From an optimization exercise on the open Yosys and OpenROAD flow, aimed at small area, a short achievable clock period and few clock cycles per item; shortcuts taken in it are not production practice.
Only simulation tests tie the RTL to the original design; equivalence was not proved.
Power is estimated from default activity; no workload was simulated.

## run 1
Design mul, start of the top module:
module mul (
    input wire clk,
    input wire reset,
    input wire rd_en,
    input wire wr_en,
    input wire [31:0] wr_data_1,
    input wire [31:0] wr_data_2,
    output wire [63:0] rd_data,
    output reg wr_ready,
    output reg rd_ready,
    output reg rd_val
);
For scale: roughly 3200 cells after synthesis, roughly 390 flip-flops, roughly 36000 um^2 of cells after synthesis.
Settings: LEC_CHECK=0, ABC_AREA=1, CAP_MARGIN=20, CORE_MARGIN=2, CORE_UTILIZATION=40, CTS_CLUSTER_DIAMETER=110, CTS_CLUSTER_SIZE=22, SLEW_MARGIN=20, SYNTH_HIERARCHICAL=1; clock period 11.0 ns.
standard.sh (not shown) runs the stock make flow with config.mk's settings and CLKGATE_MAP_FILE= SYNTH_SCRIPT=/design/flow/synth_recipe.tcl, a recipe that flattens the netlist after the stock synthesis.
==> flow/flow/run.sh <==
#!/bin/bash
set -euo pipefail
MARGIN=7.5
bash standard.sh SETUP_SLACK_MARGIN=$MARGIN \
  "BUFFER_PORTS_ARGS=-buffer_cell sky130_fd_sc_hd__buf_2" \
  finish > standard_flow.log 2>&1
Testbench counts of run 1, summed over its fixed seeds: cycles 536, items 512.
Setup changes, run 1 to run 2
- CTS_CLUSTER_SIZE no longer set, was 22
- CTS_CLUSTER_DIAMETER no longer set, was 110
==> flow/flow/run.sh <==
#!/bin/bash
set -euo pipefail
MARGIN=7.4
bash standard.sh SETUP_SLACK_MARGIN=$MARGIN \
  "BUFFER_PORTS_ARGS=-buffer_cell sky130_fd_sc_hd__buf_2" \
  finish > standard_flow.log 2>&1
==> comparison <==
Having completed the whole flow, run 2 delivered a layout that passed the timing, DRC and antenna checks.
Run 2 ends up with a worst hold slack that is 0.0048 ns lower than in run 1.
The setup slack of run 2 is lower than that of run 1.
The clock share of power in run 2 sits 4.3 points above the value recorded for run 1.

========
mul, a different RTL version from the one above (not shown whole).
Size: roughly 390 flip-flops.
Settings: LEC_CHECK=0, ABC_AREA=1, CAP_MARGIN=20, CORE_MARGIN=2, CORE_UTILIZATION=40, CTS_CLUSTER_DIAMETER=110, CTS_CLUSTER_SIZE=22, SLEW_MARGIN=20, SYNTH_HIERARCHICAL=1, TNS_END_PERCENT=10; clock period 11.0 ns.
==> flow/flow/run.sh <==
#!/bin/bash
set -euo pipefail
MARGIN=7.5
bash standard.sh SETUP_SLACK_MARGIN=$MARGIN \
  "BUFFER_PORTS_ARGS=-buffer_cell sky130_fd_sc_hd__buf_2" \
  finish > standard_flow.log 2>&1
Testbench counts at the start, summed over its fixed seeds: cycles 536, items 512.
Edit:
--- a/flow/config.mk
+++ b/flow/config.mk
@@ -12,5 +12,5 @@
 export CTS_CLUSTER_DIAMETER = 110
 export CTS_CLUSTER_SIZE = 22
+export PLACE_DENSITY = 0.75
 export SLEW_MARGIN = 20
 export SYNTH_HIERARCHICAL = 1
-export TNS_END_PERCENT = 10
What happened:
- sequential power barely changes
- global-route usage decreases by 0.81 points
- clock-buffer cell count is higher by 1
- routed wire length decreases by 3.3%
Edit:
==> flow/flow/run.sh (replaced) <==
#!/bin/bash
set -euo pipefail
MARGIN=7.44
bash standard.sh SETUP_SLACK_MARGIN=$MARGIN \
  "BUFFER_PORTS_ARGS=-buffer_cell sky130_fd_sc_hd__buf_2" \
  finish > standard_flow.log 2>&1
--- a/flow/config.mk
+++ b/flow/config.mk
@@ -12,5 +12,4 @@
 export CTS_CLUSTER_DIAMETER = 110
 export CTS_CLUSTER_SIZE = 22
-export PLACE_DENSITY = 0.75
 export SLEW_MARGIN = 20
 export SYNTH_HIERARCHICAL = 1
Total power came out lower by 2.0%.
Worst setup slack got worse by 0.021 ns.
Final area came out lower by 0.54%.
Wire length grows by 2.1%.
Edit:
==> flow/flow/run.sh (replaced) <==
#!/bin/bash
set -euo pipefail
MARGIN=7.5
bash standard.sh SETUP_SLACK_MARGIN=$MARGIN \
  "BUFFER_PORTS_ARGS=-buffer_cell sky130_fd_sc_hd__buf_2" \
  finish > standard_flow.log 2>&1
--- a/flow/config.mk
+++ b/flow/config.mk
@@ -10,6 +10,6 @@
 export CORE_MARGIN = 2
 export CORE_UTILIZATION = 40
-export CTS_CLUSTER_DIAMETER = 110
-export CTS_CLUSTER_SIZE = 22
+export CTS_CLUSTER_DIAMETER = 100
+export CTS_CLUSTER_SIZE = 20
 export SLEW_MARGIN = 20
 export SYNTH_HIERARCHICAL = 1
Wire length grows by 0.78%; total power grows by 2.4%; non-clock buffer count grows by 10; via count grows by 0.45%; clock power grows by about 1%; worst setup slack improves by 0.068 ns; flip-flop and latch count stays the same; synthesized cell count stays the same; maximum frequency grows by 1.9%; global-route usage is about the same.

-- afterwards: timing with drivers on the ports --
The results above use ideal ports. As a check the final layouts listed here were re-extracted and re-timed, cells and wires unchanged. Step 1 (the two cells are an assumption about what drives the block):
set clk [get_ports {clk}]
set_driving_cell -lib_cell sky130_fd_sc_hd__clkbuf_16 $clk
set_driving_cell -lib_cell sky130_fd_sc_hd__buf_2 [delete_from_list [all_inputs] $clk]
Step 2 adds t to the input delays and takes it off the output delays; t is the mean of the earliest and latest rising clock arrival at the registers after step 1. Input paths then give back, and output paths get back, about the clock's delay inside the block. Slacks: ideal / step 1 / step 2; pairs: ideal / step 1.
| run | t (ns) | setup slack, ns | latest minus earliest clock arrival (ns) | cell pins on the clock port's net |
|---|---|---|---|---|
| run 1 | 0.659 | 7.510 / 7.468 / 7.114 | 0.048 / 0.048 | 1 |
| run 2 | 0.663 | 7.380 / 7.380 / 6.899 | 0.029 / 0.029 | 1 |
| the first run of note 2 | 0.667 | 7.433 / 7.370 / 6.992 | 0.030 / 0.029 | 1 |
| the second run of note 2 | 0.651 | 7.462 / 7.462 / 7.220 | 0.022 / 0.023 | 1 |
| the third run of note 2 | 0.656 | 7.441 / 7.418 / 7.026 | 0.034 / 0.034 | 1 |
| the fourth run of note 2 | 0.658 | 7.509 / 7.509 / 7.047 | 0.034 / 0.034 | 1 |
After both steps every run listed still meets setup and hold. The setup slack of run 2, which loses most, moves by 0.000 ns with the drivers and by -0.481 ns with both steps.
